This design comes from an exercise in tuning for small area and a short achievable clock period on the open sky130 flow, not from production work.
In this exercise RTL edits were held to simulation tests only and were not proved equivalent to the original.
Power and IR drop assume default switching activity.

### run.sh
#!/bin/bash
# synth_recipe.tcl (not shown) runs the flow's synth.tcl, then flattens the netlist and writes it again
# the make line also repeats each setting of config.mk as NAME=value (left out here)
make -C /OpenROAD-flow-scripts/flow DESIGN_CONFIG=/design/flow/config.mk WORK_HOME=/design/flow/orfs CLKGATE_MAP_FILE= SYNTH_SCRIPT=/design/flow/synth_recipe.tcl finish
### config.mk
export PLATFORM = sky130hd
export DESIGN_NAME = ALU_Top
export DESIGN_NICKNAME = ALU_Top
export VERILOG_FILES = /design/flow/design.v
export SDC_FILE = /design/flow/constraint.sdc
export NUM_CORES = 4
export LEC_CHECK = 0
export ABC_AREA = 1
export CAP_MARGIN = 20
export CORE_MARGIN = 2
export CORE_UTILIZATION = 40
export SLEW_MARGIN = 70
### constraint.sdc
create_clock -name core_clock -period 95.0 [get_ports {CLK}]
set_input_delay 19.0000 -clock core_clock [delete_from_list [all_inputs] [get_ports {CLK}]]
set_output_delay 19.0000 -clock core_clock [all_outputs]
set_load 0.01 [all_outputs]
### design.v
module DECODER(
input  wire [3:2] ALU_FUN,
output wire Arith_Enable,
output wire Logic_Enable,
output wire CMP_Enable,
output wire Shift_Enable
);
assign Arith_Enable = ~ALU_FUN[3] & ~ALU_FUN[2];
assign Logic_Enable = ~ALU_FUN[3] &  ALU_FUN[2];
assign CMP_Enable   =  ALU_FUN[3] & ~ALU_FUN[2];
assign Shift_Enable =  ALU_FUN[3] &  ALU_FUN[2];
endmodule
module MUL_UNIT(
input  wire [15:0] A,
input  wire [15:0] B,
output wire [31:0] P
);
wire [17:0] bb = {B[15], B, 1'b0};
wire [16:0] ax = {A[15], A};
wire [17:0] ay = {A[15], A, 1'b0};
wire neg0 = bb[2];
wire one0 = bb[1] ^ bb[0];
wire two0 = (bb[2] & ~bb[1] & ~bb[0]) | (~bb[2] & bb[1] & bb[0]);
wire [16:0] x0 = A ^ {16{neg0}};
wire [16:0] pp0;
assign pp0[0] = (one0 & x0[0]) | (two0 & neg0);
assign pp0[15:1] = ({15{one0}} & x0[15:1]) | ({15{two0}} & x0[14:0]);
assign pp0[16] = (one0 | two0) & x0[15];
wire neg1 = bb[4];
wire one1 = bb[3] ^ bb[2];
wire two1 = (bb[4] & ~bb[3] & ~bb[2]) | (~bb[4] & bb[3] & bb[2]);
wire [16:0] x1 = A ^ {16{neg1}};
wire [16:0] pp1;
assign pp1[0] = (one1 & x1[0]) | (two1 & neg1);
assign pp1[15:1] = ({15{one1}} & x1[15:1]) | ({15{two1}} & x1[14:0]);
assign pp1[16] = (one1 | two1) & x1[15];
wire neg2 = bb[6];
wire one2 = bb[5] ^ bb[4];
wire two2 = (bb[6] & ~bb[5] & ~bb[4]) | (~bb[6] & bb[5] & bb[4]);
wire [16:0] x2 = A ^ {16{neg2}};
wire [16:0] pp2;
assign pp2[0] = (one2 & x2[0]) | (two2 & neg2);
assign pp2[15:1] = ({15{one2}} & x2[15:1]) | ({15{two2}} & x2[14:0]);
assign pp2[16] = (one2 | two2) & x2[15];
wire neg3 = bb[8];
wire one3 = bb[7] ^ bb[6];
wire two3 = (bb[8] & ~bb[7] & ~bb[6]) | (~bb[8] & bb[7] & bb[6]);
wire [16:0] x3 = A ^ {16{neg3}};
wire [16:0] pp3;
assign pp3[0] = (one3 & x3[0]) | (two3 & neg3);
assign pp3[15:1] = ({15{one3}} & x3[15:1]) | ({15{two3}} & x3[14:0]);
assign pp3[16] = (one3 | two3) & x3[15];
wire neg4 = bb[10];
wire one4 = bb[9] ^ bb[8];
wire two4 = (bb[10] & ~bb[9] & ~bb[8]) | (~bb[10] & bb[9] & bb[8]);
wire [16:0] x4 = A ^ {16{neg4}};
wire [16:0] pp4;
assign pp4[0] = (one4 & x4[0]) | (two4 & neg4);
assign pp4[15:1] = ({15{one4}} & x4[15:1]) | ({15{two4}} & x4[14:0]);
assign pp4[16] = (one4 | two4) & x4[15];
wire neg5 = bb[12];
wire one5 = bb[11] ^ bb[10];
wire two5 = (bb[12] & ~bb[11] & ~bb[10]) | (~bb[12] & bb[11] & bb[10]);
wire [16:0] x5 = A ^ {16{neg5}};
wire [16:0] pp5;
assign pp5[0] = (one5 & x5[0]) | (two5 & neg5);
assign pp5[15:1] = ({15{one5}} & x5[15:1]) | ({15{two5}} & x5[14:0]);
assign pp5[16] = (one5 | two5) & x5[15];
wire neg6 = bb[14];
wire one6 = bb[13] ^ bb[12];
wire two6 = (bb[14] & ~bb[13] & ~bb[12]) | (~bb[14] & bb[13] & bb[12]);
wire [16:0] x6 = A ^ {16{neg6}};
wire [16:0] pp6;
assign pp6[0] = (one6 & x6[0]) | (two6 & neg6);
assign pp6[15:1] = ({15{one6}} & x6[15:1]) | ({15{two6}} & x6[14:0]);
assign pp6[16] = (one6 | two6) & x6[15];
wire neg7 = bb[16];
wire one7 = bb[15] ^ bb[14];
wire two7 = (bb[16] & ~bb[15] & ~bb[14]) | (~bb[16] & bb[15] & bb[14]);
wire [16:0] x7 = A ^ {16{neg7}};
wire [16:0] pp7;
assign pp7[0] = (one7 & x7[0]) | (two7 & neg7);
assign pp7[15:1] = ({15{one7}} & x7[15:1]) | ({15{two7}} & x7[14:0]);
assign pp7[16] = (one7 | two7) & x7[15];
wire fs0 = (neg1 & (one1 | two1)) ^ pp0[2] ^ pp1[0];
wire fc0 = ((neg1 & (one1 | two1)) & pp0[2]) | (((neg1 & (one1 | two1)) ^ pp0[2]) & pp1[0]);
wire fs1 = pp0[3] ^ pp1[1] ^ fc0;
wire fc1 = (pp0[3] & pp1[1]) | ((pp0[3] ^ pp1[1]) & fc0);
wire fs2 = (neg2 & (one2 | two2)) ^ pp0[4] ^ pp1[2];
wire fc2 = ((neg2 & (one2 | two2)) & pp0[4]) | (((neg2 & (one2 | two2)) ^ pp0[4]) & pp1[2]);
wire fs3 = pp2[0] ^ fs2 ^ fc1;
wire fc3 = (pp2[0] & fs2) | ((pp2[0] ^ fs2) & fc1);
wire fs4 = pp0[5] ^ pp1[3] ^ pp2[1];
wire fc4 = (pp0[5] & pp1[3]) | ((pp0[5] ^ pp1[3]) & pp2[1]);
wire fs5 = fc2 ^ fs4 ^ fc3;
wire fc5 = (fc2 & fs4) | ((fc2 ^ fs4) & fc3);
wire fs6 = (neg3 & (one3 | two3)) ^ pp0[6] ^ pp1[4];
wire fc6 = ((neg3 & (one3 | two3)) & pp0[6]) | (((neg3 & (one3 | two3)) ^ pp0[6]) & pp1[4]);
wire fs7 = pp2[2] ^ pp3[0] ^ fc4;
wire fc7 = (pp2[2] & pp3[0]) | ((pp2[2] ^ pp3[0]) & fc4);
wire fs8 = fs6 ^ fs7 ^ fc5;
wire fc8 = (fs6 & fs7) | ((fs6 ^ fs7) & fc5);
wire fs9 = pp0[7] ^ pp1[5] ^ pp2[3];
wire fc9 = (pp0[7] & pp1[5]) | ((pp0[7] ^ pp1[5]) & pp2[3]);
wire fs10 = pp3[1] ^ fc6 ^ fs9;
wire fc10 = (pp3[1] & fc6) | ((pp3[1] ^ fc6) & fs9);
wire fs11 = fc7 ^ fs10 ^ fc8;
wire fc11 = (fc7 & fs10) | ((fc7 ^ fs10) & fc8);
wire fs12 = (neg4 & (one4 | two4)) ^ pp0[8] ^ pp1[6];
wire fc12 = ((neg4 & (one4 | two4)) & pp0[8]) | (((neg4 & (one4 | two4)) ^ pp0[8]) & pp1[6]);
wire fs13 = pp2[4] ^ pp3[2] ^ pp4[0];
wire fc13 = (pp2[4] & pp3[2]) | ((pp2[4] ^ pp3[2]) & pp4[0]);
wire fs14 = fc9 ^ fs12 ^ fs13;
wire fc14 = (fc9 & fs12) | ((fc9 ^ fs12) & fs13);
wire fs15 = fc10 ^ fs14 ^ fc11;
wire fc15 = (fc10 & fs14) | ((fc10 ^ fs14) & fc11);
wire fs16 = pp0[9] ^ pp1[7] ^ pp2[5];
wire fc16 = (pp0[9] & pp1[7]) | ((pp0[9] ^ pp1[7]) & pp2[5]);
wire fs17 = pp3[3] ^ pp4[1] ^ fc12;
wire fc17 = (pp3[3] & pp4[1]) | ((pp3[3] ^ pp4[1]) & fc12);
wire fs18 = fc13 ^ fs16 ^ fs17;
wire fc18 = (fc13 & fs16) | ((fc13 ^ fs16) & fs17);
wire fs19 = fc14 ^ fs18 ^ fc15;
wire fc19 = (fc14 & fs18) | ((fc14 ^ fs18) & fc15);
wire fs20 = (neg5 & (one5 | two5)) ^ pp0[10] ^ pp1[8];
wire fc20 = ((neg5 & (one5 | two5)) & pp0[10]) | (((neg5 & (one5 | two5)) ^ pp0[10]) & pp1[8]);
wire fs21 = pp2[6] ^ pp3[4] ^ pp4[2];
wire fc21 = (pp2[6] & pp3[4]) | ((pp2[6] ^ pp3[4]) & pp4[2]);
wire fs22 = pp5[0] ^ fc16 ^ fs20;
wire fc22 = (pp5[0] & fc16) | ((pp5[0] ^ fc16) & fs20);
wire fs23 = fs21 ^ fc17 ^ fs22;
wire fc23 = (fs21 & fc17) | ((fs21 ^ fc17) & fs22);
wire fs24 = fc18 ^ fs23 ^ fc19;
wire fc24 = (fc18 & fs23) | ((fc18 ^ fs23) & fc19);
wire fs25 = pp0[11] ^ pp1[9] ^ pp2[7];
wire fc25 = (pp0[11] & pp1[9]) | ((pp0[11] ^ pp1[9]) & pp2[7]);
wire fs26 = pp3[5] ^ pp4[3] ^ pp5[1];
wire fc26 = (pp3[5] & pp4[3]) | ((pp3[5] ^ pp4[3]) & pp5[1]);
wire fs27 = fc20 ^ fc21 ^ fs25;
wire fc27 = (fc20 & fc21) | ((fc20 ^ fc21) & fs25);
wire fs28 = fs26 ^ fc22 ^ fs27;
wire fc28 = (fs26 & fc22) | ((fs26 ^ fc22) & fs27);
wire fs29 = fc23 ^ fs28 ^ fc24;
wire fc29 = (fc23 & fs28) | ((fc23 ^ fs28) & fc24);
wire fs30 = (neg6 & (one6 | two6)) ^ pp0[12] ^ pp1[10];
wire fc30 = ((neg6 & (one6 | two6)) & pp0[12]) | (((neg6 & (one6 | two6)) ^ pp0[12]) & pp1[10]);
wire fs31 = pp2[8] ^ pp3[6] ^ pp4[4];
wire fc31 = (pp2[8] & pp3[6]) | ((pp2[8] ^ pp3[6]) & pp4[4]);
wire fs32 = pp5[2] ^ pp6[0] ^ fc25;
wire fc32 = (pp5[2] & pp6[0]) | ((pp5[2] ^ pp6[0]) & fc25);
wire fs33 = fc26 ^ fs30 ^ fs31;
wire fc33 = (fc26 & fs30) | ((fc26 ^ fs30) & fs31);
wire fs34 = fs32 ^ fc27 ^ fs33;
wire fc34 = (fs32 & fc27) | ((fs32 ^ fc27) & fs33);
wire fs35 = fc28 ^ fs34 ^ fc29;
wire fc35 = (fc28 & fs34) | ((fc28 ^ fs34) & fc29);
wire fs36 = pp0[13] ^ pp1[11] ^ pp2[9];
wire fc36 = (pp0[13] & pp1[11]) | ((pp0[13] ^ pp1[11]) & pp2[9]);
wire fs37 = pp3[7] ^ pp4[5] ^ pp5[3];
wire fc37 = (pp3[7] & pp4[5]) | ((pp3[7] ^ pp4[5]) & pp5[3]);
wire fs38 = pp6[1] ^ fc30 ^ fc31;
wire fc38 = (pp6[1] & fc30) | ((pp6[1] ^ fc30) & fc31);
wire fs39 = fs36 ^ fs37 ^ fc32;
wire fc39 = (fs36 & fs37) | ((fs36 ^ fs37) & fc32);
wire fs40 = fs38 ^ fc33 ^ fs39;
wire fc40 = (fs38 & fc33) | ((fs38 ^ fc33) & fs39);
wire fs41 = fc34 ^ fs40 ^ fc35;
wire fc41 = (fc34 & fs40) | ((fc34 ^ fs40) & fc35);
wire fs42 = (neg7 & (one7 | two7)) ^ pp0[14] ^ pp1[12];
wire fc42 = ((neg7 & (one7 | two7)) & pp0[14]) | (((neg7 & (one7 | two7)) ^ pp0[14]) & pp1[12]);
wire fs43 = pp2[10] ^ pp3[8] ^ pp4[6];
wire fc43 = (pp2[10] & pp3[8]) | ((pp2[10] ^ pp3[8]) & pp4[6]);
wire fs44 = pp5[4] ^ pp6[2] ^ pp7[0];
wire fc44 = (pp5[4] & pp6[2]) | ((pp5[4] ^ pp6[2]) & pp7[0]);
wire fs45 = fc36 ^ fc37 ^ fs42;
wire fc45 = (fc36 & fc37) | ((fc36 ^ fc37) & fs42);
wire fs46 = fs43 ^ fs44 ^ fc38;
wire fc46 = (fs43 & fs44) | ((fs43 ^ fs44) & fc38);
wire fs47 = fs45 ^ fc39 ^ fs46;
wire fc47 = (fs45 & fc39) | ((fs45 ^ fc39) & fs46);
wire fs48 = fc40 ^ fs47 ^ fc41;
wire fc48 = (fc40 & fs47) | ((fc40 ^ fs47) & fc41);
wire fs49 = pp0[15] ^ pp1[13] ^ pp2[11];
wire fc49 = (pp0[15] & pp1[13]) | ((pp0[15] ^ pp1[13]) & pp2[11]);
wire fs50 = pp3[9] ^ pp4[7] ^ pp5[5];
wire fc50 = (pp3[9] & pp4[7]) | ((pp3[9] ^ pp4[7]) & pp5[5]);
wire fs51 = pp6[3] ^ pp7[1] ^ fc42;
wire fc51 = (pp6[3] & pp7[1]) | ((pp6[3] ^ pp7[1]) & fc42);
wire fs52 = fc43 ^ fc44 ^ fs49;
wire fc52 = (fc43 & fc44) | ((fc43 ^ fc44) & fs49);
wire fs53 = fs50 ^ fs51 ^ fc45;
wire fc53 = (fs50 & fs51) | ((fs50 ^ fs51) & fc45);
wire fs54 = fs52 ^ fc46 ^ fs53;
wire fc54 = (fs52 & fc46) | ((fs52 ^ fc46) & fs53);
wire fs55 = fc47 ^ fs54 ^ fc48;
wire fc55 = (fc47 & fs54) | ((fc47 ^ fs54) & fc48);
wire fs56 = 1'b1 ^ pp1[14] ^ pp2[12];
wire fc56 = (1'b1 & pp1[14]) | ((1'b1 ^ pp1[14]) & pp2[12]);
wire fs57 = pp3[10] ^ pp4[8] ^ pp5[6];
wire fc57 = (pp3[10] & pp4[8]) | ((pp3[10] ^ pp4[8]) & pp5[6]);
wire fs58 = pp6[4] ^ pp7[2] ^ ~pp0[16];
wire fc58 = (pp6[4] & pp7[2]) | ((pp6[4] ^ pp7[2]) & ~pp0[16]);
wire fs59 = fc49 ^ fc50 ^ fs56;
wire fc59 = (fc49 & fc50) | ((fc49 ^ fc50) & fs56);
wire fs60 = fs57 ^ fs58 ^ fc51;
wire fc60 = (fs57 & fs58) | ((fs57 ^ fs58) & fc51);
wire fs61 = fc52 ^ fs59 ^ fs60;
wire fc61 = (fc52 & fs59) | ((fc52 ^ fs59) & fs60);
wire fs62 = fc53 ^ fs61 ^ fc54;
wire fc62 = (fc53 & fs61) | ((fc53 ^ fs61) & fc54);
wire fs63 = 1'b1 ^ pp1[15] ^ pp2[13];
wire fc63 = (1'b1 & pp1[15]) | ((1'b1 ^ pp1[15]) & pp2[13]);
wire fs64 = pp3[11] ^ pp4[9] ^ pp5[7];
wire fc64 = (pp3[11] & pp4[9]) | ((pp3[11] ^ pp4[9]) & pp5[7]);
wire fs65 = pp6[5] ^ pp7[3] ^ fc56;
wire fc65 = (pp6[5] & pp7[3]) | ((pp6[5] ^ pp7[3]) & fc56);
wire fs66 = fc57 ^ fc58 ^ fs63;
wire fc66 = (fc57 & fc58) | ((fc57 ^ fc58) & fs63);
wire fs67 = fs64 ^ fs65 ^ fc59;
wire fc67 = (fs64 & fs65) | ((fs64 ^ fs65) & fc59);
wire fs68 = fs66 ^ fc60 ^ fs67;
wire fc68 = (fs66 & fc60) | ((fs66 ^ fc60) & fs67);
wire fs69 = fc61 ^ fs68 ^ fc62;
wire fc69 = (fc61 & fs68) | ((fc61 ^ fs68) & fc62);
wire fs70 = pp2[14] ^ pp3[12] ^ pp4[10];
wire fc70 = (pp2[14] & pp3[12]) | ((pp2[14] ^ pp3[12]) & pp4[10]);
wire fs71 = pp5[8] ^ pp6[6] ^ pp7[4];
wire fc71 = (pp5[8] & pp6[6]) | ((pp5[8] ^ pp6[6]) & pp7[4]);
wire fs72 = ~pp1[16] ^ fc63 ^ fc64;
wire fc72 = (~pp1[16] & fc63) | ((~pp1[16] ^ fc63) & fc64);
wire fs73 = fs70 ^ fs71 ^ fc65;
wire fc73 = (fs70 & fs71) | ((fs70 ^ fs71) & fc65);
wire fs74 = fs72 ^ fc66 ^ fs73;
wire fc74 = (fs72 & fc66) | ((fs72 ^ fc66) & fs73);
wire fs75 = fc67 ^ fs74 ^ fc68;
wire fc75 = (fc67 & fs74) | ((fc67 ^ fs74) & fc68);
wire fs76 = 1'b1 ^ pp2[15] ^ pp3[13];
wire fc76 = (1'b1 & pp2[15]) | ((1'b1 ^ pp2[15]) & pp3[13]);
wire fs77 = pp4[11] ^ pp5[9] ^ pp6[7];
wire fc77 = (pp4[11] & pp5[9]) | ((pp4[11] ^ pp5[9]) & pp6[7]);
wire fs78 = pp7[5] ^ fc70 ^ fc71;
wire fc78 = (pp7[5] & fc70) | ((pp7[5] ^ fc70) & fc71);
wire fs79 = fs76 ^ fs77 ^ fc72;
wire fc79 = (fs76 & fs77) | ((fs76 ^ fs77) & fc72);
wire fs80 = fs78 ^ fc73 ^ fs79;
wire fc80 = (fs78 & fc73) | ((fs78 ^ fc73) & fs79);
wire fs81 = fc74 ^ fs80 ^ fc75;
wire fc81 = (fc74 & fs80) | ((fc74 ^ fs80) & fc75);
wire fs82 = pp3[14] ^ pp4[12] ^ pp5[10];
wire fc82 = (pp3[14] & pp4[12]) | ((pp3[14] ^ pp4[12]) & pp5[10]);
wire fs83 = pp6[8] ^ pp7[6] ^ ~pp2[16];
wire fc83 = (pp6[8] & pp7[6]) | ((pp6[8] ^ pp7[6]) & ~pp2[16]);
wire fs84 = fc76 ^ fc77 ^ fs82;
wire fc84 = (fc76 & fc77) | ((fc76 ^ fc77) & fs82);
wire fs85 = fs83 ^ fc78 ^ fs84;
wire fc85 = (fs83 & fc78) | ((fs83 ^ fc78) & fs84);
wire fs86 = fc79 ^ fs85 ^ fc80;
wire fc86 = (fc79 & fs85) | ((fc79 ^ fs85) & fc80);
wire fs87 = 1'b1 ^ pp3[15] ^ pp4[13];
wire fc87 = (1'b1 & pp3[15]) | ((1'b1 ^ pp3[15]) & pp4[13]);
wire fs88 = pp5[11] ^ pp6[9] ^ pp7[7];
wire fc88 = (pp5[11] & pp6[9]) | ((pp5[11] ^ pp6[9]) & pp7[7]);
wire fs89 = fc82 ^ fc83 ^ fs87;
wire fc89 = (fc82 & fc83) | ((fc82 ^ fc83) & fs87);
wire fs90 = fs88 ^ fc84 ^ fs89;
wire fc90 = (fs88 & fc84) | ((fs88 ^ fc84) & fs89);
wire fs91 = fc85 ^ fs90 ^ fc86;
wire fc91 = (fc85 & fs90) | ((fc85 ^ fs90) & fc86);
wire fs92 = pp4[14] ^ pp5[12] ^ pp6[10];
wire fc92 = (pp4[14] & pp5[12]) | ((pp4[14] ^ pp5[12]) & pp6[10]);
wire fs93 = pp7[8] ^ ~pp3[16] ^ fc87;
wire fc93 = (pp7[8] & ~pp3[16]) | ((pp7[8] ^ ~pp3[16]) & fc87);
wire fs94 = fc88 ^ fs92 ^ fs93;
wire fc94 = (fc88 & fs92) | ((fc88 ^ fs92) & fs93);
wire fs95 = fc89 ^ fc90 ^ fs94;
wire fc95 = (fc89 & fc90) | ((fc89 ^ fc90) & fs94);
wire fs96 = 1'b1 ^ pp4[15] ^ pp5[13];
wire fc96 = (1'b1 & pp4[15]) | ((1'b1 ^ pp4[15]) & pp5[13]);
wire fs97 = pp6[11] ^ pp7[9] ^ fc92;
wire fc97 = (pp6[11] & pp7[9]) | ((pp6[11] ^ pp7[9]) & fc92);
wire fs98 = fs96 ^ fc93 ^ fs97;
wire fc98 = (fs96 & fc93) | ((fs96 ^ fc93) & fs97);
wire fs99 = fc94 ^ fs98 ^ fc95;
wire fc99 = (fc94 & fs98) | ((fc94 ^ fs98) & fc95);
wire fs100 = pp5[14] ^ pp6[12] ^ pp7[10];
wire fc100 = (pp5[14] & pp6[12]) | ((pp5[14] ^ pp6[12]) & pp7[10]);
wire fs101 = ~pp4[16] ^ fc96 ^ fs100;
wire fc101 = (~pp4[16] & fc96) | ((~pp4[16] ^ fc96) & fs100);
wire fs102 = fc97 ^ fs101 ^ fc98;
wire fc102 = (fc97 & fs101) | ((fc97 ^ fs101) & fc98);
wire fs103 = 1'b1 ^ pp5[15] ^ pp6[13];
wire fc103 = (1'b1 & pp5[15]) | ((1'b1 ^ pp5[15]) & pp6[13]);
wire fs104 = pp7[11] ^ fc100 ^ fs103;
wire fc104 = (pp7[11] & fc100) | ((pp7[11] ^ fc100) & fs103);
wire fs105 = fc101 ^ fs104 ^ fc102;
wire fc105 = (fc101 & fs104) | ((fc101 ^ fs104) & fc102);
wire fs106 = pp6[14] ^ pp7[12] ^ ~pp5[16];
wire fc106 = (pp6[14] & pp7[12]) | ((pp6[14] ^ pp7[12]) & ~pp5[16]);
wire fs107 = fc103 ^ fs106 ^ fc104;
wire fc107 = (fc103 & fs106) | ((fc103 ^ fs106) & fc104);
wire fs108 = 1'b1 ^ pp6[15] ^ pp7[13];
wire fc108 = (1'b1 & pp6[15]) | ((1'b1 ^ pp6[15]) & pp7[13]);
wire fs109 = fc106 ^ fs108 ^ fc107;
wire fc109 = (fc106 & fs108) | ((fc106 ^ fs108) & fc107);
wire fs110 = pp7[14] ^ ~pp6[16] ^ fc108;
wire fc110 = (pp7[14] & ~pp6[16]) | ((pp7[14] ^ ~pp6[16]) & fc108);
wire fs111 = 1'b1 ^ pp7[15] ^ fc110;
wire fc111 = (1'b1 & pp7[15]) | ((1'b1 ^ pp7[15]) & fc110);
wire [31:0] ra = {1'b1, ~pp7[16], fs111, fs110, fs109, fs107, fs105, fs102, fs99, fs95, fs91, fs86, fs81, fs75, fs69, fs62, fs55, fs48, fs41, fs35, fs29, fs24, fs19, fs15, fs11, fs8, fs5, fs3, fs1, fs0, pp0[1], (neg0 & (one0 | two0))};
wire [31:0] rb = {1'b0, fc111, 1'b0, fc109, 1'b0, fc105, 1'b0, fc99, 1'b0, fc91, 1'b0, fc81, 1'b0, fc69, 1'b0, fc55, 1'b0, 1'b0, 1'b0, 1'b0, 1'b0, 1'b0, 1'b0, 1'b0, 1'b0, 1'b0, 1'b0, 1'b0, 1'b0, 1'b0, 1'b0, pp0[0]};
wire [32:0] cc;
assign cc[0] = 1'b0;
genvar gi;
generate for (gi = 0; gi < 32; gi = gi + 1) begin : fin
  assign P[gi] = ra[gi] ^ rb[gi] ^ cc[gi];
  assign cc[gi+1] = (ra[gi] & rb[gi]) | ((ra[gi] ^ rb[gi]) & cc[gi]);
end endgenerate
endmodule
module DIV_UNIT(
input  wire [15:0] A,
input  wire [15:0] B,
output wire [16:0] Q
);
wire [15:0] aor, bor;
assign aor[0] = 1'b0;
assign bor[0] = 1'b0;
genvar gk;
generate for (gk = 1; gk < 16; gk = gk + 1) begin : mag
  assign aor[gk] = aor[gk-1] | A[gk-1];
  assign bor[gk] = bor[gk-1] | B[gk-1];
end endgenerate
wire [15:0] a = A ^ (aor & {16{A[15]}});
wire [15:0] b = B ^ (bor & {16{B[15]}});
wire [15:0] nb = ~b;
wire [15:0] q;
wire [0:0] r0, g0_0, t0_0, x0;
assign r0 = a[15];
assign g0_0 = r0 & nb[0:0];
assign t0_0 = r0 | nb[0:0];
wire hz0 = B[15] ? ((&B[15:1]) & (|B[0:0])) : ~|B[15:1];
assign q[15] = hz0 & t0_0[0];
wire [0:0] c0 = {1'b1};
wire [0:0] m0 = r0 ^ ({1{q[15]}} & (b[0:0] ~^ c0));
wire [1:0] r1, g1_0, t1_0, x1;
assign r1 = {m0, a[14]};
assign g1_0 = r1 & nb[1:0];
assign t1_0 = r1 | nb[1:0];
wire G1_0 = g1_0[1] | (t1_0[1] & t1_0[0]);
wire hz1 = B[15] ? ((&B[15:2]) & (|B[1:0])) : ~|B[15:2];
assign q[14] = hz1 & G1_0;
wire [1:0] c1 = {t1_0[0], 1'b1};
wire [1:0] m1 = r1 ^ ({2{q[14]}} & (b[1:0] ~^ c1));
wire [2:0] r2, g2_0, t2_0, x2;
assign r2 = {m1, a[13]};
assign g2_0 = r2 & nb[2:0];
assign t2_0 = r2 | nb[2:0];
wire G2_0 = g2_0[1] | (t2_0[1] & t2_0[0]);
wire G2_1 = g2_0[2] | (t2_0[2] & G2_0);
wire hz2 = B[15] ? ((&B[15:3]) & (|B[2:0])) : ~|B[15:3];
assign q[13] = hz2 & G2_1;
wire [2:0] c2 = {G2_0, t2_0[0], 1'b1};
wire [2:0] m2 = r2 ^ ({3{q[13]}} & (b[2:0] ~^ c2));
wire [3:0] r3, g3_0, t3_0, x3;
assign r3 = {m2, a[12]};
assign g3_0 = r3 & nb[3:0];
assign t3_0 = r3 | nb[3:0];
wire G3_0 = g3_0[1] | (t3_0[1] & t3_0[0]);
wire G3_1 = g3_0[2] | (t3_0[2] & G3_0);
wire G3_2 = g3_0[3] | (t3_0[3] & G3_1);
wire hz3 = B[15] ? ((&B[15:4]) & (|B[3:0])) : ~|B[15:4];
assign q[12] = hz3 & G3_2;
wire [3:0] c3 = {G3_1, G3_0, t3_0[0], 1'b1};
wire [3:0] m3 = r3 ^ ({4{q[12]}} & (b[3:0] ~^ c3));
wire [4:0] r4, g4_0, t4_0, x4;
assign r4 = {m3, a[11]};
assign g4_0 = r4 & nb[4:0];
assign t4_0 = r4 | nb[4:0];
wire G4_0 = g4_0[1] | (t4_0[1] & t4_0[0]);
wire G4_1 = g4_0[2] | (t4_0[2] & G4_0);
wire G4_2 = g4_0[3] | (t4_0[3] & G4_1);
wire G4_3 = g4_0[4] | (t4_0[4] & G4_2);
wire hz4 = B[15] ? ((&B[15:5]) & (|B[4:0])) : ~|B[15:5];
assign q[11] = hz4 & G4_3;
wire [4:0] c4 = {G4_2, G4_1, G4_0, t4_0[0], 1'b1};
wire [4:0] m4 = r4 ^ ({5{q[11]}} & (b[4:0] ~^ c4));
wire [5:0] r5, g5_0, t5_0, x5;
assign r5 = {m4, a[10]};
assign g5_0 = r5 & nb[5:0];
assign t5_0 = r5 | nb[5:0];
wire G5_0 = g5_0[1] | (t5_0[1] & t5_0[0]);
wire G5_1 = g5_0[2] | (t5_0[2] & G5_0);
wire G5_2 = g5_0[3] | (t5_0[3] & G5_1);
wire G5_3 = g5_0[4] | (t5_0[4] & G5_2);
wire G5_4 = g5_0[5] | (t5_0[5] & G5_3);
wire hz5 = B[15] ? ((&B[15:6]) & (|B[5:0])) : ~|B[15:6];
assign q[10] = hz5 & G5_4;
wire [5:0] c5 = {G5_3, G5_2, G5_1, G5_0, t5_0[0], 1'b1};
wire [5:0] m5 = r5 ^ ({6{q[10]}} & (b[5:0] ~^ c5));
wire [6:0] r6, g6_0, t6_0, x6;
assign r6 = {m5, a[9]};
assign g6_0 = r6 & nb[6:0];
assign t6_0 = r6 | nb[6:0];
wire G6_0 = g6_0[1] | (t6_0[1] & t6_0[0]);
wire G6_1 = g6_0[2] | (t6_0[2] & G6_0);
wire G6_2 = g6_0[3] | (t6_0[3] & G6_1);
wire G6_3 = g6_0[4] | (t6_0[4] & G6_2);
wire G6_4 = g6_0[5] | (t6_0[5] & G6_3);
wire G6_5 = g6_0[6] | (t6_0[6] & G6_4);
wire hz6 = B[15] ? ((&B[15:7]) & (|B[6:0])) : ~|B[15:7];
assign q[9] = hz6 & G6_5;
wire [6:0] c6 = {G6_4, G6_3, G6_2, G6_1, G6_0, t6_0[0], 1'b1};
wire [6:0] m6 = r6 ^ ({7{q[9]}} & (b[6:0] ~^ c6));
wire [7:0] r7, g7_0, t7_0, x7;
assign r7 = {m6, a[8]};
assign g7_0 = r7 & nb[7:0];
assign t7_0 = r7 | nb[7:0];
wire G7_0 = g7_0[1] | (t7_0[1] & t7_0[0]);
wire G7_1 = g7_0[2] | (t7_0[2] & G7_0);
wire G7_2 = g7_0[3] | (t7_0[3] & G7_1);
wire G7_3 = g7_0[4] | (t7_0[4] & G7_2);
wire G7_4 = g7_0[5] | (t7_0[5] & G7_3);
wire G7_5 = g7_0[6] | (t7_0[6] & G7_4);
wire G7_6 = g7_0[7] | (t7_0[7] & G7_5);
wire hz7 = B[15] ? ((&B[15:8]) & (|B[7:0])) : ~|B[15:8];
assign q[8] = hz7 & G7_6;
wire [7:0] c7 = {G7_5, G7_4, G7_3, G7_2, G7_1, G7_0, t7_0[0], 1'b1};
wire [7:0] m7 = r7 ^ ({8{q[8]}} & (b[7:0] ~^ c7));
wire [8:0] r8, g8_0, t8_0, x8;
assign r8 = {m7, a[7]};
assign g8_0 = r8 & nb[8:0];
assign t8_0 = r8 | nb[8:0];
wire G8_0 = g8_0[1] | (t8_0[1] & t8_0[0]);
wire G8_1 = g8_0[2] | (t8_0[2] & G8_0);
wire G8_2 = g8_0[3] | (t8_0[3] & G8_1);
wire G8_3 = g8_0[4] | (t8_0[4] & G8_2);
wire G8_4 = g8_0[5] | (t8_0[5] & G8_3);
wire G8_5 = g8_0[6] | (t8_0[6] & G8_4);
wire G8_6 = g8_0[7] | (t8_0[7] & G8_5);
wire G8_7 = g8_0[8] | (t8_0[8] & G8_6);
wire hz8 = B[15] ? ((&B[15:9]) & (|B[8:0])) : ~|B[15:9];
assign q[7] = hz8 & G8_7;
wire [8:0] c8 = {G8_6, G8_5, G8_4, G8_3, G8_2, G8_1, G8_0, t8_0[0], 1'b1};
wire [8:0] m8 = r8 ^ ({9{q[7]}} & (b[8:0] ~^ c8));
wire [9:0] r9, g9_0, t9_0, x9;
assign r9 = {m8, a[6]};
assign g9_0 = r9 & nb[9:0];
assign t9_0 = r9 | nb[9:0];
wire G9_0 = g9_0[1] | (t9_0[1] & t9_0[0]);
wire G9_1 = g9_0[2] | (t9_0[2] & G9_0);
wire G9_2 = g9_0[3] | (t9_0[3] & G9_1);
wire G9_3 = g9_0[4] | (t9_0[4] & G9_2);
wire G9_4 = g9_0[5] | (t9_0[5] & G9_3);
wire G9_5 = g9_0[6] | (t9_0[6] & G9_4);
wire G9_6 = g9_0[7] | (t9_0[7] & G9_5);
wire G9_7 = g9_0[8] | (t9_0[8] & G9_6);
wire G9_8 = g9_0[9] | (t9_0[9] & G9_7);
wire hz9 = B[15] ? ((&B[15:10]) & (|B[9:0])) : ~|B[15:10];
assign q[6] = hz9 & G9_8;
wire [9:0] c9 = {G9_7, G9_6, G9_5, G9_4, G9_3, G9_2, G9_1, G9_0, t9_0[0], 1'b1};
wire [9:0] m9 = r9 ^ ({10{q[6]}} & (b[9:0] ~^ c9));
wire [10:0] r10, g10_0, t10_0, x10;
assign r10 = {m9, a[5]};
assign g10_0 = r10 & nb[10:0];
assign t10_0 = r10 | nb[10:0];
wire G10_0 = g10_0[1] | (t10_0[1] & t10_0[0]);
wire G10_1 = g10_0[2] | (t10_0[2] & G10_0);
wire G10_2 = g10_0[3] | (t10_0[3] & G10_1);
wire G10_3 = g10_0[4] | (t10_0[4] & G10_2);
wire G10_4 = g10_0[5] | (t10_0[5] & G10_3);
wire G10_5 = g10_0[6] | (t10_0[6] & G10_4);
wire G10_6 = g10_0[7] | (t10_0[7] & G10_5);
wire G10_7 = g10_0[8] | (t10_0[8] & G10_6);
wire G10_8 = g10_0[9] | (t10_0[9] & G10_7);
wire G10_9 = g10_0[10] | (t10_0[10] & G10_8);
wire hz10 = B[15] ? ((&B[15:11]) & (|B[10:0])) : ~|B[15:11];
assign q[5] = hz10 & G10_9;
wire [10:0] c10 = {G10_8, G10_7, G10_6, G10_5, G10_4, G10_3, G10_2, G10_1, G10_0, t10_0[0], 1'b1};
wire [10:0] m10 = r10 ^ ({11{q[5]}} & (b[10:0] ~^ c10));
wire [11:0] r11, g11_0, t11_0, x11;
assign r11 = {m10, a[4]};
assign g11_0 = r11 & nb[11:0];
assign t11_0 = r11 | nb[11:0];
wire G11_0 = g11_0[1] | (t11_0[1] & t11_0[0]);
wire G11_1 = g11_0[2] | (t11_0[2] & G11_0);
wire G11_2 = g11_0[3] | (t11_0[3] & G11_1);
wire G11_3 = g11_0[4] | (t11_0[4] & G11_2);
wire G11_4 = g11_0[5] | (t11_0[5] & G11_3);
wire G11_5 = g11_0[6] | (t11_0[6] & G11_4);
wire G11_6 = g11_0[7] | (t11_0[7] & G11_5);
wire G11_7 = g11_0[8] | (t11_0[8] & G11_6);
wire G11_8 = g11_0[9] | (t11_0[9] & G11_7);
wire G11_9 = g11_0[10] | (t11_0[10] & G11_8);
wire G11_10 = g11_0[11] | (t11_0[11] & G11_9);
wire hz11 = B[15] ? ((&B[15:12]) & (|B[11:0])) : ~|B[15:12];
assign q[4] = hz11 & G11_10;
wire [11:0] c11 = {G11_9, G11_8, G11_7, G11_6, G11_5, G11_4, G11_3, G11_2, G11_1, G11_0, t11_0[0], 1'b1};
wire [11:0] m11 = r11 ^ ({12{q[4]}} & (b[11:0] ~^ c11));
wire [12:0] r12, g12_0, t12_0, x12;
assign r12 = {m11, a[3]};
assign g12_0 = r12 & nb[12:0];
assign t12_0 = r12 | nb[12:0];
wire G12_0 = g12_0[1] | (t12_0[1] & t12_0[0]);
wire G12_1 = g12_0[2] | (t12_0[2] & G12_0);
wire G12_2 = g12_0[3] | (t12_0[3] & G12_1);
wire G12_3 = g12_0[4] | (t12_0[4] & G12_2);
wire G12_4 = g12_0[5] | (t12_0[5] & G12_3);
wire G12_5 = g12_0[6] | (t12_0[6] & G12_4);
wire G12_6 = g12_0[7] | (t12_0[7] & G12_5);
wire G12_7 = g12_0[8] | (t12_0[8] & G12_6);
wire G12_8 = g12_0[9] | (t12_0[9] & G12_7);
wire G12_9 = g12_0[10] | (t12_0[10] & G12_8);
wire G12_10 = g12_0[11] | (t12_0[11] & G12_9);
wire G12_11 = g12_0[12] | (t12_0[12] & G12_10);
wire hz12 = B[15] ? ((&B[15:13]) & (|B[12:0])) : ~|B[15:13];
assign q[3] = hz12 & G12_11;
wire [12:0] c12 = {G12_10, G12_9, G12_8, G12_7, G12_6, G12_5, G12_4, G12_3, G12_2, G12_1, G12_0, t12_0[0], 1'b1};
wire [12:0] m12 = r12 ^ ({13{q[3]}} & (b[12:0] ~^ c12));
wire [13:0] r13, g13_0, t13_0, x13;
assign r13 = {m12, a[2]};
assign g13_0 = r13 & nb[13:0];
assign t13_0 = r13 | nb[13:0];
wire G13_0 = g13_0[1] | (t13_0[1] & t13_0[0]);
wire G13_1 = g13_0[2] | (t13_0[2] & G13_0);
wire G13_2 = g13_0[3] | (t13_0[3] & G13_1);
wire G13_3 = g13_0[4] | (t13_0[4] & G13_2);
wire G13_4 = g13_0[5] | (t13_0[5] & G13_3);
wire G13_5 = g13_0[6] | (t13_0[6] & G13_4);
wire G13_6 = g13_0[7] | (t13_0[7] & G13_5);
wire G13_7 = g13_0[8] | (t13_0[8] & G13_6);
wire G13_8 = g13_0[9] | (t13_0[9] & G13_7);
wire G13_9 = g13_0[10] | (t13_0[10] & G13_8);
wire G13_10 = g13_0[11] | (t13_0[11] & G13_9);
wire G13_11 = g13_0[12] | (t13_0[12] & G13_10);
wire G13_12 = g13_0[13] | (t13_0[13] & G13_11);
wire hz13 = B[15] ? ((&B[15:14]) & (|B[13:0])) : ~|B[15:14];
assign q[2] = hz13 & G13_12;
wire [13:0] c13 = {G13_11, G13_10, G13_9, G13_8, G13_7, G13_6, G13_5, G13_4, G13_3, G13_2, G13_1, G13_0, t13_0[0], 1'b1};
wire [13:0] m13 = r13 ^ ({14{q[2]}} & (b[13:0] ~^ c13));
wire [14:0] r14, g14_0, t14_0, x14;
assign r14 = {m13, a[1]};
assign g14_0 = r14 & nb[14:0];
assign t14_0 = r14 | nb[14:0];
wire G14_0 = g14_0[1] | (t14_0[1] & t14_0[0]);
wire G14_1 = g14_0[2] | (t14_0[2] & G14_0);
wire G14_2 = g14_0[3] | (t14_0[3] & G14_1);
wire G14_3 = g14_0[4] | (t14_0[4] & G14_2);
wire G14_4 = g14_0[5] | (t14_0[5] & G14_3);
wire G14_5 = g14_0[6] | (t14_0[6] & G14_4);
wire G14_6 = g14_0[7] | (t14_0[7] & G14_5);
wire G14_7 = g14_0[8] | (t14_0[8] & G14_6);
wire G14_8 = g14_0[9] | (t14_0[9] & G14_7);
wire G14_9 = g14_0[10] | (t14_0[10] & G14_8);
wire G14_10 = g14_0[11] | (t14_0[11] & G14_9);
wire G14_11 = g14_0[12] | (t14_0[12] & G14_10);
wire G14_12 = g14_0[13] | (t14_0[13] & G14_11);
wire G14_13 = g14_0[14] | (t14_0[14] & G14_12);
wire hz14 = B[15] ? ((&B[15:15]) & (|B[14:0])) : ~|B[15:15];
assign q[1] = hz14 & G14_13;
wire [14:0] c14 = {G14_12, G14_11, G14_10, G14_9, G14_8, G14_7, G14_6, G14_5, G14_4, G14_3, G14_2, G14_1, G14_0, t14_0[0], 1'b1};
wire [14:0] m14 = r14 ^ ({15{q[1]}} & (b[14:0] ~^ c14));
wire [15:0] r15, g15_0, t15_0, x15;
assign r15 = {m14, a[0]};
assign g15_0 = r15 & nb[15:0];
assign t15_0 = r15 | nb[15:0];
wire G15_0 = g15_0[1] | (t15_0[1] & t15_0[0]);
wire G15_1 = g15_0[3] | (t15_0[3] & g15_0[2]);
wire T15_1 = t15_0[3] & t15_0[2];
wire G15_2 = g15_0[5] | (t15_0[5] & g15_0[4]);
wire T15_2 = t15_0[5] & t15_0[4];
wire G15_3 = g15_0[7] | (t15_0[7] & g15_0[6]);
wire T15_3 = t15_0[7] & t15_0[6];
wire G15_4 = g15_0[9] | (t15_0[9] & g15_0[8]);
wire T15_4 = t15_0[9] & t15_0[8];
wire G15_5 = g15_0[11] | (t15_0[11] & g15_0[10]);
wire T15_5 = t15_0[11] & t15_0[10];
wire G15_6 = g15_0[13] | (t15_0[13] & g15_0[12]);
wire T15_6 = t15_0[13] & t15_0[12];
wire G15_7 = g15_0[15] | (t15_0[15] & g15_0[14]);
wire T15_7 = t15_0[15] & t15_0[14];
wire G15_8 = g15_0[2] | (t15_0[2] & G15_0);
wire G15_9 = G15_1 | (T15_1 & G15_0);
wire G15_10 = g15_0[6] | (t15_0[6] & G15_2);
wire T15_10 = t15_0[6] & T15_2;
wire G15_11 = G15_3 | (T15_3 & G15_2);
wire T15_11 = T15_3 & T15_2;
wire G15_12 = g15_0[10] | (t15_0[10] & G15_4);
wire T15_12 = t15_0[10] & T15_4;
wire G15_13 = G15_5 | (T15_5 & G15_4);
wire T15_13 = T15_5 & T15_4;
wire G15_14 = g15_0[14] | (t15_0[14] & G15_6);
wire T15_14 = t15_0[14] & T15_6;
wire G15_15 = G15_7 | (T15_7 & G15_6);
wire T15_15 = T15_7 & T15_6;
wire G15_16 = g15_0[4] | (t15_0[4] & G15_9);
wire G15_17 = G15_2 | (T15_2 & G15_9);
wire G15_18 = G15_10 | (T15_10 & G15_9);
wire G15_19 = G15_11 | (T15_11 & G15_9);
wire G15_20 = g15_0[12] | (t15_0[12] & G15_13);
wire T15_20 = t15_0[12] & T15_13;
wire G15_21 = G15_6 | (T15_6 & G15_13);
wire T15_21 = T15_6 & T15_13;
wire G15_22 = G15_14 | (T15_14 & G15_13);
wire T15_22 = T15_14 & T15_13;
wire G15_23 = G15_15 | (T15_15 & G15_13);
wire T15_23 = T15_15 & T15_13;
wire G15_24 = g15_0[8] | (t15_0[8] & G15_19);
wire G15_25 = G15_4 | (T15_4 & G15_19);
wire G15_26 = G15_12 | (T15_12 & G15_19);
wire G15_27 = G15_13 | (T15_13 & G15_19);
wire G15_28 = G15_20 | (T15_20 & G15_19);
wire G15_29 = G15_21 | (T15_21 & G15_19);
wire G15_30 = G15_22 | (T15_22 & G15_19);
wire G15_31 = G15_23 | (T15_23 & G15_19);
assign q[0] = 1'b1 & G15_31;
wire        bz  = ~|B;
wire        neg = A[15] ^ B[15];
wire [16:0] qq  = {1'b0, q & {16{~bz}}};
wire [16:0] qor;
assign qor[0] = 1'b0;
assign qor[1] = 1'b0;
generate for (gk = 2; gk < 17; gk = gk + 1) begin : qmag
  assign qor[gk] = qor[gk-1] | qq[gk-1];
end endgenerate
assign Q = qq ^ ({16'b0, 1'b0} | ({17{neg}} & (qor | {{16{qq[0]}}, 1'b0})));
endmodule
module LOGIC_UNIT(
input  wire [15:0] A,
input  wire [15:0] B,
input  wire [1:0]  ALU_FUN,
input  wire        En,
output wire [15:0] Y
);
wire en_t = En & ~ALU_FUN[1];    
wire en_n = En &  ALU_FUN[1];    
wire [15:0] t = (A & B) | (A & {16{ALU_FUN[0]}}) | (B & {16{ALU_FUN[0]}});
assign Y = (t & {16{en_t}}) | (~t & {16{en_n}});
endmodule
module CMP_UNIT(
input  wire [1:0] ALU_FUN,
input  wire       eq,    
input  wire       ge,    
output wire [1:0] Y
);
wire hit = (ALU_FUN == 2'b01) ? eq :
           (ALU_FUN == 2'b10) ? (ge & ~eq) :
           (ALU_FUN == 2'b11) ? ~ge : 1'b0;
assign Y = ALU_FUN & {2{hit}};
endmodule
module SHIFT_UNIT(
input  wire [15:0] A,
input  wire [15:0] B,
input  wire [1:0]  ALU_FUN,
input  wire        En,
output wire [15:0] Y
);
wire [15:0] x = ALU_FUN[1] ? B : A;
wire en_r = En & ~ALU_FUN[0];
wire en_l = En &  ALU_FUN[0];
assign Y = ({1'b0, x[15:1]} & {16{en_r}}) | ({x[14:0], 1'b0} & {16{en_l}});
endmodule
module ALU_Top #(parameter width = 16 ,
                   Arith_width = width + width ,
                   Logic_width = width,
                   CMP_width   = width,
                   Shift_width = width)(
input wire [width-1:0] A,
input wire [width-1:0] B,
input wire CLK,
input wire RST,
input wire [3:0] ALU_FUN,
output reg  [Arith_width-1:0]  Arith_OUT,
output reg                     Carry_OUT,
output reg                     Arith_Flag,
output reg  [Logic_width-1:0]  Logic_OUT,
output reg                     Logic_Flag,
output reg  [CMP_width-1:0]    CMP_OUT,
output reg                     CMP_Flag,
output reg  [Shift_width-1:0]  Shift_OUT,
output reg                     Shift_Flag
);
wire Arith_Enable, Logic_Enable, CMP_Enable, Shift_Enable;
DECODER u_decoder(
.ALU_FUN(ALU_FUN[3:2]),
.Arith_Enable(Arith_Enable),
.Logic_Enable(Logic_Enable),
.CMP_Enable(CMP_Enable),
.Shift_Enable(Shift_Enable)
);
wire        sub = ALU_FUN[0] | ALU_FUN[3];
wire [15:0] bx  = B ^ {16{sub}};
wire [15:0] s16;
wire [16:0] cy;
assign cy[0] = sub;
genvar gi;
generate for (gi = 0; gi < 16; gi = gi + 1) begin : add
  assign s16[gi]  = A[gi] ^ bx[gi] ^ cy[gi];
  assign cy[gi+1] = (A[gi] & bx[gi]) | ((A[gi] ^ bx[gi]) & cy[gi]);
end endgenerate
wire        c16 = cy[16];                    
wire        sgn = A[15] ^ bx[15] ^ c16;      
wire        eq  = ~|s16;                     
wire [31:0] prod;
wire [16:0] quot;
MUL_UNIT u_mul(.A(A), .B(B), .P(prod));
DIV_UNIT u_div(.A(A), .B(B), .Q(quot));
wire sel_s = Arith_Enable & ~ALU_FUN[1];
wire sel_m = Arith_Enable &  ALU_FUN[1] & ~ALU_FUN[0];
wire sel_d = Arith_Enable &  ALU_FUN[1] &  ALU_FUN[0];
wire [32:0] arith = ({33{sel_s}} & {{16{sgn}}, sgn, s16}) |
                    ({33{sel_m}} & {prod[31], prod}) |
                    ({33{sel_d}} & {{16{quot[16]}}, quot});
wire [15:0] logic_res;
LOGIC_UNIT u_logic(.A(A), .B(B), .ALU_FUN(ALU_FUN[1:0]), .En(Logic_Enable), .Y(logic_res));
wire [1:0] cmp_res;
CMP_UNIT u_cmp(.ALU_FUN(ALU_FUN[1:0]), .eq(eq), .ge(c16), .Y(cmp_res));
wire [15:0] shift_res;
SHIFT_UNIT u_shift(.A(A), .B(B), .ALU_FUN(ALU_FUN[1:0]), .En(Shift_Enable), .Y(shift_res));
always @(posedge CLK, negedge RST) begin
  if (!RST) begin
    Arith_OUT  <= 32'b0;
    Carry_OUT  <= 1'b0;
    Arith_Flag <= 1'b0;
    Logic_OUT  <= 16'b0;
    Logic_Flag <= 1'b0;
    CMP_OUT    <= 16'b0;
    CMP_Flag   <= 1'b0;
    Shift_OUT  <= 16'b0;
    Shift_Flag <= 1'b0;
  end else begin
    Arith_OUT  <= arith[31:0];
    if (Arith_Enable)
      Carry_OUT <= arith[32];
    Arith_Flag <= Arith_Enable;
    Logic_OUT  <= logic_res;
    Logic_Flag <= Logic_Enable;
    CMP_OUT    <= {14'b0, cmp_res & {2{CMP_Enable}}};
    CMP_Flag   <= CMP_Enable;
    Shift_OUT  <= shift_res;
    Shift_Flag <= Shift_Enable;
  end
end
endmodule
==> impl_metrics.tcl, run 1 <==
set metrics [dict create \
    cp.buffers_inverters 16 \
    worstSetupStartpointType "primary input" \
    multiInputGateArea_um2 13290 \
    rows 74 \
    min_from "Carry_OUT" \
    async_flop_share_pct 100.0 \
    place.gp.congestion 0.9681 \
    initial_core_util_pct 40.77 \
    placedCellCount 3044 \
    grt_overflow 0 \
    grt_max_degree 44 \
    yosysMostFrequentCell "nand2_1" \
    h-tree-depth 3 \
    grt_util_met3_pct 4.779 \
    p_int_uw 162.7 \
    cp_top_family "simple AND/OR/NAND/NOR gates" \
    drtIter0Drc 1598 \
    firstDrtPassIters 6 \
    clock_latency_ps 350 \
    antenna_found_initial 1 \
    grt_busiest_layer "met2" \
    fin_crit_sh_pct 40.12 \
    ys_seq_area_share_pct 10.60 \
    post-cts-setup-buffers 0 \
    remaining_drc_errors 0 \
    drt-wirelength-per-cell_um 19.19 \
    pwr-share-comb_pct 78.7 \
    setup_viol 0 \
    dieArea_um2 43550 \
    cp_slowest_cell "clkdlybuf4s50_1" \
    netlist_instances 2491 \
    vias_per_cell 5.571 \
    fin_crit_ps 38120 \
    ys_warn_count 1 \
    cap_viol_max_count 0 \
    syn_to_final_growth_pct 12.12 \
    synth_top_area_share_pct 15.29 \
    hp-class "register to register" \
    outcome "finished clean" \
    layout-drive-gt1-share_pct 10.75 \
    fillers 4267 \
    track_usage_pct 26.97 \
    postCtsHoldBufs 0 \
    critPathCaptureType "register" \
    cts_max_path_buffers 2 \
    min_to "Carry_OUT" \
    stdcell_count 3062 \
    cts.sinks 71 \
    io-pin-count 123 \
    syn_avg_cell_area_um2 6.728 \
    critical_path_class "primary input to register" \
    r2r_slack_ps 94330 \
    cp_common_cell "nand3_2" \
    hold_viol_final 0 \
    finalMaxSlewViolations 0 \
    clock-root-buffer "clkbuf_16" \
    synth_area_um2 16760 \
    clock_skew_ps 0 \
    ant_nets 0 \
    port_buffers 108 \
    regArea_um2 1777 \
    path_clk_slew_ps 70 \
    diodes 0 \
    slowest_delay_ps 630 \
    yosys.area.top_type "fa_1" \
    synth_ff_type "dfrtp_1" \
    max_freq_ghz 0.02624 \
    r2r_end "Carry_OUT" \
    rr_startpoint "Carry_OUT" \
    vias 17057 \
    arrival_ps 38330 \
    synth_edf_count 0 \
    grt_pass1_wl_um 92630 \
    synth.area.top_cells "fa_1, nand2_1, xor2_1" \
    p_leak_uw 0.009140 \
    swShare_pct 52.51 \
    rsz0062_at_grt "false" \
    ir_drop_mv 0.01547 \
    hpwlAfterDp_um 45110 \
    max_slew_margin_pct 67.07 \
    power_frac_seq_pct 10.7 \
    reg2reg_depth 2 \
    power_frac_clock_pct 10.6 \
    grt_util_met1_pct 38.54 \
    p_sw_uw 179.9 \
    grt_pass1_vias 16407 \
    whs_ps 542.4 \
    crit_fanout 23 \
    routed_wl_um 58760 \
    worstHoldPathCells 2 \
    dieWidth_um 208.7 \
    synthTopCellsByCount "nand2_1, inv_1, nand3_1" \
    cts-resized-gates 0 \
    core_um2 41110 \
    cts_buffers 9 \
    cts_tree "built" \
    yosys.cell_types.count 59 \
    cp.required_ps 95210 \
    final.setup.tns_ps 0 \
    power_density_nw_per_um2 18.23 \
    die_h_um 208.7 \
    worst_slew_pin_slew_ps 488.7 \
    synth-seq-cells 71 \
    fin_nets 2746 \
    grtUsageMet2_pct 41.55 \
]
==> power by group through the flow <==
stage                     Combinational (µW)  Clock [µW]  Sequential [µW]
after floorplan                          194           0             38.7
after global placement                   265           0             37.2
after detailed placement                 269           0             37.2
after CTS                                272        36.6             36.7
after global routing                     314        38.4             36.9
final                                    270        36.2             36.6
==> flip-flops by register name, indices dropped and copies added (netlist names) <==
| register | flops |
|---|---|
| Shift_OUT | 16 |
| Shift_Flag | 1 |
| Arith_OUT | 32 |
| Arith_Flag | 1 |
| Carry_OUT | 1 |
| Logic_OUT | 16 |
| CMP_OUT | 2 |
| Logic_Flag | 1 |
| CMP_Flag | 1 |
==> worst register-to-register path: cells and delay by family, from the launching register on <==
| kind | cells | cell delay (ps) |
|---|---|---|
| DFF | 1 | 400 |
| and+or+nand+nor | 2 | 150 |
==> cells in the final DEF, fill, tap and decap left out, types with 64 or more instances in the layout <==
cell type | Yosys | final
a22oi_1 | 97 | 97
clkdlybuf4s50_1 | 0 | 92
dfrtp_1 | 71 | 71
fa_1 | 128 | 128
inv_1 | 316 | 306
nand2_1 | 623 | 617
nand3_1 | 259 | 258
nand3_2 | 64 | 64
nor2_1 | 102 | 99
o21ai_0 | 133 | 122
xor2_1 | 228 | 218
==> how the worst max path moves through the flow <==
stage / from / end / slack, ps / cells after the start
2_1_floorplan: B[13] / Arith_OUT[27] / 60770 / 166
3_3_place_gp: A[12] / Arith_OUT[28] / 56860 / 160
3_5_place_dp: B[12] / Arith_OUT[28] / 56730 / 163
4_1_cts: B[12] / Arith_OUT[28] / 57020 / 168
5_1_grt: B[13] / Arith_OUT[29] / 54430 / 175
6_report: B[12] / Arith_OUT[28] / 56880 / 169
==> metal layers <==
| metal | share of wire, % | up-vias |
|---|---|---|
| li1 | - | 8077 |
| met2 | 43 | 725 |
| met3 | 8.4 | 106 |
| met1 | 46 | 8149 |
| met5 | 0 | - |
| met4 | 2.7 | 0 |
==> through the flow <==
step                      utilization [%]  instance area [µm²]  worst slack (ps)  power [µW]
after global placement              44.21                18170             56860       302.5
after CTS                           45.52                18710             57020       345.0
after floorplan                         -                16810             60770       233.2
after detailed placement            44.79                18410             56730       306.0
after global routing                45.71                18790             54430       389.2
final                               45.71                18790             56880       342.5
==> cell families after synthesis <==
group	Yosys count	synth area share, %
AND/OR/NAND/NOR	1151	32.15
AO/OA/AOI/OAI	339	12.71
other	1	0.02237
adder cells (fa/ha/maj)	183	19.40
buffers and inverters	495	12.00
XOR/XNOR	251	13.12
flip-flops	71	10.60
==> layout make-up <==
type / instances / share of cell area [%]
Clock buffer: 10 / 1.218
Inverter: 347 / 6.991
Clock inverter: 6 / 0.3729
Tap cell: 532 / 3.542
Multi-Input combinational cell: 1938 / 70.72
Sequential cell: 71 / 9.455
Timing Repair Buffer: 158 / 7.697
==> inputs of run 2 (changes only) <==
--- a/config.mk
+++ b/config.mk
@@ -11,2 +11,3 @@
 export CORE_UTILIZATION = 40
-export SLEW_MARGIN = 70
+export GPL_TIMING_DRIVEN = 0
+export SLEW_MARGIN = 20
==> run 2 against run 1 <==
Routed wire length is 3.6% higher. Critical endpoint unchanged. Register-to-register slack hardly changed. Worst setup slack worse by 640 ps. Core utilization is 0.16 points higher. Worst hold slack worse by 28 ps. Synthesized cell count stayed put. Global-route usage is 1.1 points higher. Sequential cell count stayed put. Sequential share of layout area hardly changed. Total power is 0.95% higher.
==> impl_metrics.tcl, run 2 <==
set metrics [dict create \
    grt_max_degree 54 \
    track_usage_pct 28.06 \
    async_flop_share_pct 100.0 \
    path_clk_slew_ps 60 \
    largest_reg_flops 32 \
    cp_common_cell "nand3_2" \
    final_cell_mix "nand2_1, inv_1, nand3_1" \
    max_slew_margin_pct 27.20 \
    yosys.cell_types.count 59 \
    crit_fanout 10 \
    die_h_um 208.7 \
    firstDrtPassIters 6 \
    slowest_delay_ps 760 \
    hold_viol_final 0 \
    dieWidth_um 208.7 \
    min_to "Carry_OUT" \
    min_from "Carry_OUT" \
    rr_startpoint "Carry_OUT" \
    vias 17307 \
    place_ws_ps 56040 \
    ant_nets 0 \
    final_common_cell "nand2_1" \
    remaining_drc_errors 0 \
    grt_overflow 0 \
    port_buffers 106 \
    cp.required_ps 95240 \
    ys_warn_count 1 \
    cts_buffers 9 \
    power_density_nw_per_um2 18.34 \
    synth_ff_type "dfrtp_1" \
    fin_nets 2843 \
    cts.sinks 71 \
    fillers 4313 \
    rows 74 \
    wl_met2_um 26030 \
    yosys.area.top_type "fa_1" \
    routed_wl_um 60880 \
    antenna_found_initial 1 \
    r2r_end "Carry_OUT" \
    grt_pass1_vias 16491 \
    final.setup.tns_ps 0 \
    layout-drive-gt1-share_pct 7.804 \
    fin_crit_ps 38760 \
    core_um2 41110 \
    ys_seq_area_share_pct 10.60 \
    syn_to_final_growth_pct 12.52 \
    syn_avg_cell_area_um2 6.728 \
    clock-root-buffer "clkbuf_16" \
    fin_total_pwr_uw 345.8 \
    ir_drop_mv 0.01721 \
    drt-wirelength-per-cell_um 19.27 \
    hpwlAfterDp_um 50830 \
    outcome "finished clean" \
    rsz0062_at_grt "false" \
    synthTopCellsByCount "nand2_1, inv_1, nand3_1" \
    worstHoldPathCells 2 \
    finalMaxSlewViolations 0 \
    io-pin-count 123 \
    setup_viol 0 \
    cp.buffers_inverters 19 \
    synth-seq-cells 71 \
    dieArea_um2 43550 \
    arrival_ps 39000 \
    placedCellCount 3143 \
    p_leak_uw 0.009203 \
    synth.area.top_cells "fa_1, nand2_1, xor2_1" \
    post-cts-setup-buffers 0 \
    synth_edf_count 0 \
    cts-resized-gates 0 \
    yosysMostFrequentCell "nand2_1" \
    setup_ws_ps 56240 \
    cap_viol_max_count 0 \
    cp_slowest_cell "clkdlybuf4s50_1" \
    h-tree-depth 3 \
    vias_per_cell 5.479 \
    cts_tree "built" \
    met1_length_um 27410 \
    netlist_instances 2491 \
    fin_crit_sh_pct 40.80 \
    worstSetupStartpointType "primary input" \
    synth_top_area_share_pct 15.29 \
    synth_area_um2 16760 \
    max_freq_ghz 0.02580 \
    clock_latency_ps 370 \
    top_regs "Arith_OUT (32), Logic_OUT (16), Shift_OUT (16)" \
    place.gp.congestion 1.044 \
    stdcell_count 3159 \
    worst_slew_pin_slew_ps 1092 \
    dr_wl_met3_um 5975 \
    initial_core_util_pct 40.77 \
    cp_top_family "simple AND/OR/NAND/NOR gates" \
    drtIter0Drc 1630 \
    postCtsHoldBufs 0 \
    r2r_slack_ps 94340 \
    top_register "Arith_OUT" \
    critical_path_class "primary input to register" \
    dr.max_layer_used "met4" \
    reg2reg_depth 2 \
    grt_pass1_wl_um 94260 \
    diodes 0 \
    critPathCaptureType "register" \
    cts_max_path_buffers 2 \
    clock_skew_ps 0 \
    hp-class "register to register" \
]
-- run 2: cell counts after synthesis --
No cell type changed its count.
-- run 2: logic make-up (layout without fill, tap and decap cells) --
logic type      Yosys count  in the layout  share of synthesized area, %
simple gates           1151           1151                         32.15
buf+inv                 495            618                         12.00
compound gates          339            339                         12.71
xor+xnor                251            251                         13.12
fa+ha+maj               183            183                         19.40
flops                    71             71                         10.60
other cells               1             14                       0.02237
-- run 2: layer usage --
layer	up-vias	GRT usage, %
met1	8248	39.41
met5	-	0
met2	721	42.63
li1	8263	-
met4	0	7.586
met3	75	7.199
-- run 2: worst reg2reg max path, stage by stage (launching register included) --
cell	delay, ps
dfrtp_1	380
nand2_1	70
nand3_1	70
-- run 2: cell type report --
| cell class | instances | area [µm²] | share of cell area (%) |
|---|---|---|---|
| multi-input cells | 1938 | 13020 | 69.04 |
| flip-flops and latches | 71 | 1777 | 9.421 |
| inverters | 347 | 1305 | 6.920 |
| repair buffers | 107 | 1086 | 5.759 |
| plain buffers | 148 | 706.9 | 3.749 |
| well taps | 532 | 665.6 | 3.530 |
| clock buffers | 10 | 229.0 | 1.214 |
| clock inverters | 6 | 68.82 | 0.3649 |
-- run 2: how the worst max path moves through the flow --
stage / cells after the start / start / slack [ps] / to
6_report: 161 / B[1] / 56240 / Arith_OUT[28]
3_3_place_gp: 161 / B[1] / 56320 / Arith_OUT[28]
3_5_place_dp: 157 / B[1] / 56040 / Arith_OUT[28]
5_1_grt: 167 / B[1] / 53850 / Arith_OUT[28]
2_1_floorplan: 166 / B[13] / 60770 / Arith_OUT[27]
4_1_cts: 157 / B[1] / 56400 / Arith_OUT[28]
-- run 2: metrics by stage --
step | hold slack [ps] | utilization [%] | cell area, µm²
final | 514.4 | 45.87 | 18860
after global routing | 545.1 | 45.87 | 18860
after CTS | 515.9 | 45.87 | 18860
after detailed placement | 501.4 | 45.15 | 18560
after global placement | 515.6 | 45.09 | 18540
after floorplan | 528.7 | - | 16810
-- run 2: where the power goes --
group	internal [µW]	leakage [µW]	switching [µW]
clock	20.4	0.000143	15.1
sequential	34.6	0.000955	1.30
combinational	109	0.00811	165
total	164	0.00920	182
==> inputs of run 3 (changes only) <==
==> flow/run.sh (new file) <==
#!/bin/bash
# Own flow: the standard layout (standard.sh, unchanged synthesis, floorplan, placement, CTS
# and routing) with one setting changed: every input and output port still gets its buffer, but
# the port buffers are sky130_fd_sc_hd__buf_2 instead of the delay-buffer cell
# (clkdlybuf4s50_1) that buffer_ports otherwise picks, which is twice the area and slow.
# make's output goes to flow_make.log here; ORFS keeps each step's log under orfs/logs/.
set -euo pipefail
bash standard.sh "BUFFER_PORTS_ARGS=-buffer_cell sky130_fd_sc_hd__buf_2" finish > flow_make.log 2>&1
test -f out/final.def
==> standard.sh (new file) <==
#!/bin/bash
# synth_recipe.tcl (not shown) runs the flow's synth.tcl, then flattens the netlist and writes it again
# the make line also repeats each setting of config.mk as NAME=value (left out here)
make -C /OpenROAD-flow-scripts/flow DESIGN_CONFIG=/design/flow/config.mk WORK_HOME=/design/flow/orfs CLKGATE_MAP_FILE= SYNTH_SCRIPT=/design/flow/synth_recipe.tcl "${@:-finish}"
--- a/config.mk
+++ b/config.mk
@@ -11,3 +11,2 @@
 export CORE_UTILIZATION = 40
-export GPL_TIMING_DRIVEN = 0
 export SLEW_MARGIN = 20
removed: run.sh
==> run 3 against run 2 <==
Cell area decreased by 5.3%. Still clean on timing, DRC and antenna. Total power fell by 2.9%. Clock skew unchanged. Worst setup slack improved by 470 ps. Clock power is 1% lower. Via count fell by 3.0%. Routed wire length fell by 4.7%.
==> impl_metrics.tcl, run 3 <==
set metrics [dict create \
    reg2reg_depth 2 \
    setup_ws_ps 56710 \
    fin_crit_sh_pct 40.31 \
    ys_warn_count 1 \
    dieWidth_um 208.7 \
    cap_viol_max_count 0 \
    ir_drop_mv 0.01933 \
    finalMaxSlewViolations 0 \
    layout-drive-gt1-share_pct 11.76 \
    rsz0062_at_grt "false" \
    rows 74 \
    netlist_instances 2491 \
    ys_seq_area_share_pct 10.60 \
    track_usage_pct 26.54 \
    synthTopCellsByCount "nand2_1, inv_1, nand3_1" \
    synth_fa_ha_area_share_pct 19.40 \
    antenna_found_initial 2 \
    worstSetupStartpointType "primary input" \
    yosysMostFrequentCell "nand2_1" \
    synth_edf_count 0 \
    hp-class "register to register" \
    hpwlAfterDp_um 44760 \
    final.setup.tns_ps 0 \
    postCtsHoldBufs 0 \
    top_regs "Arith_OUT (32), Logic_OUT (16), Shift_OUT (16)" \
    multiInputGateArea_um2 13060 \
    async_flop_share_pct 100.0 \
    place.gp.congestion 0.9393 \
    cp.required_ps 95200 \
    regArea_um2 1777 \
    vias_per_cell 5.520 \
    cts_tree "built" \
    outcome "finished clean" \
    crit_fanout 26 \
    io-pin-count 123 \
    dieArea_um2 43550 \
    drtIter0Drc 1633 \
    syn_avg_cell_area_um2 6.728 \
    yosys.area.top_type "fa_1" \
    post-cts-setup-buffers 0 \
    cp_common_cell "nand3_2" \
    yosys-mux-area-fraction_pct 0 \
    arrival_ps 38490 \
    max_freq_ghz 0.02612 \
    synth.area.top_cells "fa_1, nand2_1, xor2_1" \
    power_density_nw_per_um2 18.81 \
    synth_compound_area_share_pct 12.71 \
    place_ws_ps 56560 \
    initial_core_util_pct 40.77 \
    cts.sinks 71 \
    hold_viol_final 0 \
    setup_viol 0 \
    synth_top_family_by_area "simple AND/OR/NAND/NOR gates" \
    final_cell_mix "nand2_1, inv_1, nand3_1" \
    p_leak_uw 0.009106 \
    grt_pass1_vias 15799 \
    h-tree-depth 3 \
    grt_overflow 0 \
    critical_path_class "primary input to register" \
    routed_wl_um 57990 \
    yosys.cell_types.count 59 \
    cts-resized-gates 0 \
    critPathCaptureType "register" \
    synth-xor-area-share_pct 13.12 \
    cp_slowest_cell "buf_2" \
    worst_slew_pin_slew_ps 981.3 \
    syn_to_final_growth_pct 6.570 \
    grt_max_degree 72 \
    largest_reg_flops 32 \
    firstDrtPassIters 5 \
    worstHoldPathCells 2 \
]
[run 3: final timing paths]
path | slack (ps) | end | start
max | 56710 | Arith_OUT[28] | B[13]
min | 520 | Carry_OUT | Carry_OUT
max reg2reg | 94320 | Carry_OUT | Carry_OUT
min reg2reg | 520 | Carry_OUT | Carry_OUT
max in group asynchronous | 75420 | Logic_OUT[6] | RST
min in group asynchronous | 18550 | Arith_OUT[10] | RST
[run 3: cell type report]
| type | count | area share (%) |
|---|---|---|
| repair buffers | 136 | 4.217 |
| clock buffers | 10 | 1.282 |
| inverters | 347 | 7.306 |
| well taps | 532 | 3.727 |
| multi-input cells | 1938 | 73.13 |
| flip-flops and latches | 71 | 9.947 |
| clock inverters | 6 | 0.3853 |
[run 3: cells by family after synthesis]
| family | after synthesis |
|---|---|
| other | 1 |
| XOR/XNOR | 251 |
| adder cells (fa/ha/maj) | 183 |
| AO/OA/AOI/OAI | 339 |
| flip-flops | 71 |
| buffers and inverters | 495 |
| AND/OR/NAND/NOR | 1151 |
[run 3: worst max-delay path, delay by kind of cell]
kind	cells	cell delay, ps
buffers and inverters	14	1730
xor gates and xnor gates	8	1870
adders and majority gates	1	250
and+or+nand+nor	138	13700
AOI/OAI and AO/OA	6	1890
[run 3: metrics by stage]
step	std cells	hold slack [ps]	util, %	instance area (µm²)
6_report	3040	520.8	43.45	17860
5_1_grt	3040	557.6	43.45	17860
4_1_cts	3040	521.5	43.44	17860
3_5_place_dp	3024	507.3	42.72	17560
3_3_place_gp	3024	507.7	42.72	17560
2_1_floorplan	2504	528.7	-	16810
[run 3: power by group]
group          switching, µW  total (µW)  internal [µW]
sequential              1.76        36.4           34.6
combinational            163         264            101
clock                   14.8        35.2           20.5
total                    179         336            156
[run 3: routing by layer]
| metal | share of wire, % | global-route usage [%] |
|---|---|---|
| met1 | 45 | 38.01 |
| met2 | 43 | 40.57 |
| met3 | 8.9 | 4.824 |
| met4 | 2.6 | 7.956 |
| met5 | 0.040 | 0 |

[separate check: timing with driven ports]
The results above use ideal ports. As a check the final layouts listed here were re-extracted and re-timed, cells and wires unchanged. Step 1, drivers: a clkbuf_16 drives CLK and a buf_2 each remaining input, both assumed. Step 2 times the ports against the registers' clock, not the clock port: input delays grow and output delays shrink by t, the midpoint of the rising clock arrivals with the driver on. Three values: ideal, step 1, step 2; two values: the first two.
run	t (ns)	setup slack, ns	worst setup path after step 2	slew at the worst register clock pin (ns)	cell pins on the clock port's net
run 1	0.394	56.884 / 56.905 / 56.511	input to register	0.08 / 0.08	1
run 2	0.417	56.241 / 56.264 / 55.847	input to register	0.07 / 0.07	1
run 3	0.414	56.710 / 56.689 / 56.275	input to register	0.07 / 0.07	1
After both steps setup and hold are still met in every run listed. For run 3, which loses most, drivers alone change the setup slack by -0.021 ns; drivers and shift together by -0.435 ns.
